From an optimization exercise on the open Yosys and OpenROAD flow, aimed at small area, a short achievable clock period and few clock cycles; shortcuts taken in it are not production practice.
RTL that was checked went through simulation tests only; none was proved equivalent to the original.
Power and IR drop assume default switching activity.

Design copyEngine, start of the top module:
module copyEngine  #(
    parameter DATA_WIDTH       = 64,
    parameter ADDR_WIDTH       = 32,
    parameter LEN              = 16,
    parameter FULL_WORD_SIZE   = DATA_WIDTH / 8
) (
    input                             rstn,
    input                             clk,
    input                             src_dw_sel_i, 
    input                             dst_dw_sel_i, 
    input                             copy_i,
    input                             set_i,
    input        [7:0]                setVal_i,
    input                             flush_i,
    input        [LEN-1:0]            len_i,
    input        [ADDR_WIDTH-1:0]     src_i,
    input        [ADDR_WIDTH-1:0]     dst_i,
    output logic                      done_o,
    output logic                      mem_re_r,
    output logic [ADDR_WIDTH-1:0]     mem_rad_r,
    input                             mem_rreq_rdy,
    input        [DATA_WIDTH-1:0]     mem_rdat,
    input                             mem_rdat_rdy,
    output logic [FULL_WORD_SIZE-1:0] mem_bwe_r,
    output logic [ADDR_WIDTH-1:0]     mem_wad_r,
    output logic [DATA_WIDTH-1:0]     mem_wdat_r,
    input                             mem_wreq_rdy,
    output logic                      flush_r,
    output logic [ADDR_WIDTH-1:0]     cmd_adr_r,
    input                             cmd_rdy
);
clock: 10.0 ns
lec_check: 0
cap_margin: 20
core_margin: 2
core_utilization: 40
slew_margin: 20
standard.sh (not shown) runs the stock make flow with config.mk's settings and CLKGATE_MAP_FILE= SYNTH_SCRIPT=/design/flow/synth_recipe.tcl, a recipe that flattens the netlist after the stock synthesis.
==> flow/flow/run.sh <==
#!/bin/bash
bash standard.sh "BUFFER_PORTS_ARGS=-buffer_cell sky130_fd_sc_hd__buf_1" SETUP_SLACK_MARGIN=7 TNS_END_PERCENT=10 finish > standard.log 2>&1
==> next run, changes <==
==> flow/flow/run.sh (replaced) <==
#!/bin/bash
bash standard.sh "BUFFER_PORTS_ARGS=-buffer_cell sky130_fd_sc_hd__buf_2" SETUP_SLACK_MARGIN=7 finish > standard.log 2>&1
After rerunning: Routed wire length increases by about 1.8%. Fmax is higher by about 0.55%. Via count climbs by 3.0%. Total power rose by about 1.5%. Global-route usage grows by 0.52 points. Clock skew is about the same. Worst setup slack is better by 0.018 ns. Critical path depth does not change.
==> next run, changes <==
==> flow/run.sh (new file) <==
#!/bin/bash
# synth_recipe.tcl (not shown) runs the flow's synth.tcl, then flattens the netlist and writes it again
# the make line also repeats each setting of config.mk as NAME=value (left out here)
make -C /OpenROAD-flow-scripts/flow DESIGN_CONFIG=/design/flow/config.mk WORK_HOME=/design/flow/orfs CLKGATE_MAP_FILE= SYNTH_SCRIPT=/design/flow/synth_recipe.tcl finish
removed: flow/flow/run.sh
removed: flow/standard.sh
Outcome: The changed run finished clean; setup slack loses 0.83 ns; final area falls by 0.71%; sequential power hardly moves; critical path depth is unchanged; register-to-register slack got worse by 0.66 ns; count of clock-buffer cells in the layout stays the same; sequential share of layout area is higher by 0.31 points; cell count decreases by 5.0%; synthesized cell count does not change; power falls by 3.8%; maximum frequency drops by 20%.
Function was not checked in any run of this note: the RTL went through the layout flow alone.


Setup of v29:
Another version of the RTL of copyEngine (not shown whole).
Size in the first run: about 1400 cells after synthesis, about 330 flip-flops, about 330 I/O pins.
Settings: LEC_CHECK=0, CAP_MARGIN=20, CORE_MARGIN=2, CORE_UTILIZATION=75, SLEW_MARGIN=20; clock period 10.0 ns.
==> flow/flow/run.sh <==
#!/bin/bash
bash standard.sh "BUFFER_PORTS_ARGS=-buffer_cell sky130_fd_sc_hd__buf_1" SETUP_SLACK_MARGIN=7 TNS_END_PERCENT=10 "CTS_ARGS=-sink_clustering_enable -repair_clock_nets -dont_use_dummy_load -buf_list {sky130_fd_sc_hd__clkbuf_4 sky130_fd_sc_hd__clkbuf_8}" finish > standard.log 2>&1
Input changes introduced in v11 (baseline for comparison: v29):
--- a/flow/config.mk
+++ b/flow/config.mk
@@ -9,3 +9,3 @@
 export CORE_MARGIN = 2
-export CORE_UTILIZATION = 75
+export CORE_UTILIZATION = 65
 export SLEW_MARGIN = 20
[summary]
- [v11 vs v29] worst hold slack: lower in v11
- Cmp v29 and v11 / number of logic stages on the critical path including buffering / higher: v29
- The final reports for v11 and v29 show detailed route wirelength on metal3 lower in the former.
- Diff v29 -> v11: amount of wire on met2 after detailed routing lost 9.3%; minimum clock period climbed 19 ps; share of cell area taken by flip-flops and latches moved up; total detailed-routing wirelength lower; standard cell area after detailed placement held steady.
- Summary of v11 over v29: layout cell share with drive strength beyond 1 now sits lower, relative contribution of the clock network to total power now sits lower, met1 usage in global routing now sits lower.
No run of this note included a check of the RTL's function; only the layout flow was run.


Setup of run 1:
copyEngine, a different RTL version from the one above (not shown whole).
Size: roughly 320 flip-flops, about 330 I/O pins, about 0.017 mm² of cells after synthesis.
clock: 10.0 ns
lec_check: 0
cap_margin: 20
core_margin: 2
core_utilization: 65
slew_margin: 20
==> flow/flow/run.sh <==
#!/bin/bash
bash standard.sh "BUFFER_PORTS_ARGS=-buffer_cell sky130_fd_sc_hd__buf_1" SETUP_SLACK_MARGIN=7 TNS_END_PERCENT=10 "CTS_ARGS=-sink_clustering_enable -repair_clock_nets -dont_use_dummy_load -buf_list {sky130_fd_sc_hd__clkbuf_16} -sink_clustering_size 30 -sink_clustering_max_diameter 100" finish > standard.log 2>&1
Testbench counts of run 1, summed over its fixed seeds: cycles 24,052.
Edits applied to the flow inputs when going from run 1 to run 2:
==> flow/flow/run.sh <==
#!/bin/bash
bash standard.sh "BUFFER_PORTS_ARGS=-buffer_cell sky130_fd_sc_hd__buf_1" SETUP_SLACK_MARGIN=6.8 TNS_END_PERCENT=10 "CTS_ARGS=-sink_clustering_enable -repair_clock_nets -dont_use_dummy_load -buf_list {sky130_fd_sc_hd__clkbuf_8 sky130_fd_sc_hd__clkbuf_16} -sink_clustering_size 24 -sink_clustering_max_diameter 80" finish > standard.log 2>&1
[summary]
| share of final layout cell area taken by clock buffers and inverters | run 2 vs run 1 | 0.30 points higher |
Lower area growth from synthesis to layout goes to run 2 over run 1.
Summary of the comparison: wire length is lower in run 2, relative to run 1.
## Diff of input files: run 3 against run 2
==> flow/flow/run.sh <==
#!/bin/bash
bash standard.sh "BUFFER_PORTS_ARGS=-buffer_cell sky130_fd_sc_hd__buf_1" SETUP_SLACK_MARGIN=7 TNS_END_PERCENT=10 "CTS_ARGS=-sink_clustering_enable -repair_clock_nets -dont_use_dummy_load" finish > standard.log 2>&1
Notes after the runs:
In the metrics for run 3 and run 2, the one carrying the lower layout clock buffer count is run 2.
Comparing run 3 and run 2, wire length of the first global-routing pass is higher on run 3.
Compared with run 2, run 3 degrades final cell area excluding filler cells.
Going from run 2 to run 3, area overhead of the layout relative to synthesis grows by 4.5 points.
Run 3: sequential share of layout area 2.0 points below run 2
On worst-case setup margin in the final layout, run 2 loses to run 3.
Total power up about 8% in run 3 wrt run 2
Going from run 2 to run 3, non-clock buffer count in the final layout rose 15, critical path depth about even.
Inputs modified between run 3 and run 4:
==> flow/flow/run.sh <==
#!/bin/bash
bash standard.sh "BUFFER_PORTS_ARGS=-buffer_cell sky130_fd_sc_hd__buf_1" SETUP_SLACK_MARGIN=7 TNS_END_PERCENT=10 "CTS_ARGS=-sink_clustering_enable -repair_clock_nets -dont_use_dummy_load -buf_list {sky130_fd_sc_hd__clkbuf_4 sky130_fd_sc_hd__clkbuf_8}" finish > standard.log 2>&1
Results
[diff] detailed-route wire length, run 4 relative to run 3: improvement. Comparing fraction of power consumed by combinational cells for run 3 and run 4, the bigger number came from run 4. Fraction of the cycle the final worst path needs delta for run 4 relative to run 3: 0.36 points higher. In terms of multi-input combinational cell count, run 4 and run 3 differ only marginally. Compared with run 3, run 4 shows a worst-case setup margin in the final layout that is 0.036 ns lower.
Input changes introduced in run 5 (baseline for comparison: run 4):
==> flow/flow/run.sh <==
#!/bin/bash
bash standard.sh "BUFFER_PORTS_ARGS=-buffer_cell sky130_fd_sc_hd__buf_1" SETUP_SLACK_MARGIN=7 TNS_END_PERCENT=0 "CTS_ARGS=-sink_clustering_enable -repair_clock_nets -dont_use_dummy_load -buf_list {sky130_fd_sc_hd__clkbuf_8 sky130_fd_sc_hd__clkbuf_16} -sink_clustering_size 24 -sink_clustering_max_diameter 80" finish > standard.log 2>&1
--- outcome ---
Count of clock buffers in the final design, run 4 and run 5: larger value in run 4
Relative to run 4, power share of the combinational group has increased by 0.6 points in run 5.
Compared with run 4, run 5 shows a share of the final layout cell area in multi-input gates that is 0.85 points higher.
Comparing run 4 and run 5, the lower setup slack after layout is on run 5.
When the final numbers for run 4 and run 5 were put side by side, the met2 layer wire length in the routed design turned out to be smaller in run 4.
Across both runs, share of total power consumed by net switching was higher for run 5 than for run 4.
Relative to run 5, the following input files were edited for run 6:
==> flow/flow/run.sh <==
#!/bin/bash
bash standard.sh "BUFFER_PORTS_ARGS=-buffer_cell sky130_fd_sc_hd__buf_1" SETUP_SLACK_MARGIN=7.3 TNS_END_PERCENT=10 "CTS_ARGS=-sink_clustering_enable -repair_clock_nets -dont_use_dummy_load -buf_list {sky130_fd_sc_hd__clkbuf_8 sky130_fd_sc_hd__clkbuf_16} -sink_clustering_size 24 -sink_clustering_max_diameter 80" finish > standard.log 2>&1
[summary]
- Across run 6 and run 5, none had a timing, DRC or antenna violation.
- Number of standard cells in the final layout excluding fillers: run 6 vs run 5 up 3.9%
- [diff] cell area, run 6 relative to run 5: regression
- Summary of run 6 over run 5: period utilization fell by 0.55 points, sum of routed wire length over all layers has increased, total power of the final layout increased by about 7% relative to the old numbers.
- Run 6 vs. run 5: global-route wire length before repair went up by about 2.7%.
- Run 6 vs run 5: post-synthesis to final-layout area growth up
- Row combinational power share: run 6 higher / run 5 lower


copyEngine again, from the RTL that the note above started with.
Settings: LEC_CHECK=0, CAP_MARGIN=20, CORE_MARGIN=2, CORE_UTILIZATION=65, SLEW_MARGIN=20; clock period 10.0 ns.
==> flow/flow/run.sh <==
#!/bin/bash
bash standard.sh "BUFFER_PORTS_ARGS=-buffer_cell sky130_fd_sc_hd__buf_1" SETUP_SLACK_MARGIN=7 TNS_END_PERCENT=10 "CTS_ARGS=-sink_clustering_enable -repair_clock_nets -dont_use_dummy_load -buf_list {sky130_fd_sc_hd__clkbuf_8} -sink_clustering_size 20 -sink_clustering_max_diameter 60" finish > standard.log 2>&1
The first run passed the timing, DRC and antenna checks.
Testbench counts at the start, summed over its fixed seeds: cycles 24,052.
Then changed:
==> flow/flow/run.sh (replaced) <==
#!/bin/bash
bash standard.sh "BUFFER_PORTS_ARGS=-buffer_cell sky130_fd_sc_hd__buf_1" SETUP_SLACK_MARGIN=7 TNS_END_PERCENT=5 "CTS_ARGS=-sink_clustering_enable -repair_clock_nets -dont_use_dummy_load -buf_list {sky130_fd_sc_hd__clkbuf_8 sky130_fd_sc_hd__clkbuf_16} -sink_clustering_size 24 -sink_clustering_max_diameter 80" finish > standard.log 2>&1
After rerunning: Core utilization went down by 0.18 points. Die area does not change. Clock power went up by 7.7%. Sequential share of layout area went up by 0.12 points. Design area barely changes. Area after synthesis does not change. Maximum frequency went up by 2.9%. Total power went down by 0.42%. Worst setup slack gets better by 0.092 ns.
Then changed:
==> flow/flow/run.sh (replaced) <==
#!/bin/bash
bash standard.sh "BUFFER_PORTS_ARGS=-buffer_cell sky130_fd_sc_hd__buf_1" SETUP_SLACK_MARGIN=7 TNS_END_PERCENT=10 "CTS_ARGS=-sink_clustering_enable -repair_clock_nets -dont_use_dummy_load -buf_list {sky130_fd_sc_hd__clkbuf_8 sky130_fd_sc_hd__clkbuf_16} -sink_clustering_size 16 -sink_clustering_max_diameter 60" finish > standard.log 2>&1
=> Wire length rises by 0.89%; final area climbs by about 1.4%; synthesized cell count stays the same; count of clock-buffer cells in the layout came out higher by 12; global-route usage is higher by 0.30 points; maximum frequency drops by about 1.4%; first-iteration DRC count stays the same; total power came out higher by about 4.6%; core utilization rises by 1.0 points; synthesized area does not change.
Then changed:
==> flow/flow/run.sh (replaced) <==
#!/bin/bash
bash standard.sh "BUFFER_PORTS_ARGS=-buffer_cell sky130_fd_sc_hd__buf_1" SETUP_SLACK_MARGIN=6.6 TNS_END_PERCENT=10 "CTS_ARGS=-sink_clustering_enable -repair_clock_nets -dont_use_dummy_load -buf_list {sky130_fd_sc_hd__clkbuf_8 sky130_fd_sc_hd__clkbuf_16} -sink_clustering_size 24 -sink_clustering_max_diameter 80" finish > standard.log 2>&1
Result: The new run ran to the end with no violations. First-iteration DRC count went down by 12%. Worst hold slack stays flat. Count of clock-buffer cells in the layout fell by 12. Global-route usage shrinks by 0.41 points. Wire length falls by 3.4%. Die area is unchanged. Non-clock buffer count shrinks by 23. Via count came out lower by 2.1%. Cell area fell by 3.0%.
Then changed:
==> flow/flow/run.sh (replaced) <==
#!/bin/bash
bash standard.sh "BUFFER_PORTS_ARGS=-buffer_cell sky130_fd_sc_hd__buf_1" SETUP_SLACK_MARGIN=7 TNS_END_PERCENT=10 "CTS_ARGS=-sink_clustering_enable -repair_clock_nets -dont_use_dummy_load -buf_list {sky130_fd_sc_hd__clkbuf_8 sky130_fd_sc_hd__clkbuf_16} -sink_clustering_size 24 -sink_clustering_max_diameter 80" finish > standard.log 2>&1
Result: Routed wire length rises by 2.6%; global-route usage rose by 0.11 points; utilization went up by 1.2 points; register-to-register slack gains 0.20 ns; design area goes up by 1.7%; worst setup slack is better by 0.19 ns; clock skew rose by 0.0093 ns; critical path depth went down by 5.
Then changed:
CORE_UTILIZATION = 70   (was 65)
Outcome: Maximum frequency hardly moves. Synthesized cell count is unchanged. Worst setup slack barely changes. Clock power stays flat. Core utilization increases by 6.3 points. Cell area came out higher by 1.1%. Wire length came out higher by 0.68%.

what the ideal ports hide:
In the flow no input, the clock included, has a driving cell. The finished layouts below were timed again as built, in two steps.
Step 1 sets driving cells, clkbuf_16 on the clock port and buf_2 on the other inputs (assumed; they add their load-dependent delay and slew).
Step 2 adds t to the input delays and takes it off the output delays; t is the mean of the earliest and latest rising clock arrival at the registers after step 1. Input paths then give back, and output paths get back, about the clock's delay inside the block.
a / b / c = no drivers / after step 1 / after step 2; a / b = the first two.
run | shift t [ns] | setup slack, ns | latest minus earliest clock arrival (ns) | cell pins on the clock port's net
the first run of note 1 | 0.615 | 6.671 / 6.619 / 6.164 | 0.021 / 0.022 | 1
the second run of note 1 | 0.615 | 6.690 / 6.635 / 6.447 | 0.022 / 0.023 | 1
the third run of note 1 | 0.585 | 5.857 / 5.806 / 5.407 | 0.018 / 0.019 | 1
v29 | 0.597 | 6.709 / 6.625 / 6.027 | 0.048 / 0.049 | 1
v11 | 0.596 | 6.690 / 6.592 / 5.996 | 0.056 / 0.056 | 1
run 1 | 0.531 | 6.803 / 6.757 / 6.358 | 0.069 / 0.068 | 1
run 2 | 0.545 | 6.792 / 6.739 / 6.278 | 0.048 / 0.047 | 1
run 3 | 0.547 | 6.838 / 6.789 / 6.382 | 0.039 / 0.039 | 1
run 4 | 0.601 | 6.802 / 6.756 / 6.309 | 0.068 / 0.069 | 1
run 5 | 0.547 | 6.776 / 6.726 / 6.271 | 0.038 / 0.038 | 1
run 6 | 0.546 | 6.831 / 6.779 / 6.423 | 0.044 / 0.044 | 1
the first run of note 4 | 0.617 | 6.743 / 6.697 / 6.265 | 0.052 / 0.051 | 1
the second run of note 4 | 0.543 | 6.835 / 6.782 / 6.382 | 0.049 / 0.049 | 1
the third run of note 4 | 0.585 | 6.788 / 6.742 / 6.322 | 0.026 / 0.025 | 1
the fourth run of note 4 | 0.542 | 6.643 / 6.660 / 6.118 | 0.045 / 0.046 | 1
the fifth run of note 4 | 0.543 | 6.835 / 6.782 / 6.382 | 0.049 / 0.049 | 1
the sixth run of note 4 | 0.544 | 6.836 / 6.788 / 6.381 | 0.041 / 0.042 | 1
After both steps setup and hold are still met in every run listed. The setup slack of v11, which loses most, moves by -0.098 ns with the drivers and by -0.694 ns with both steps.
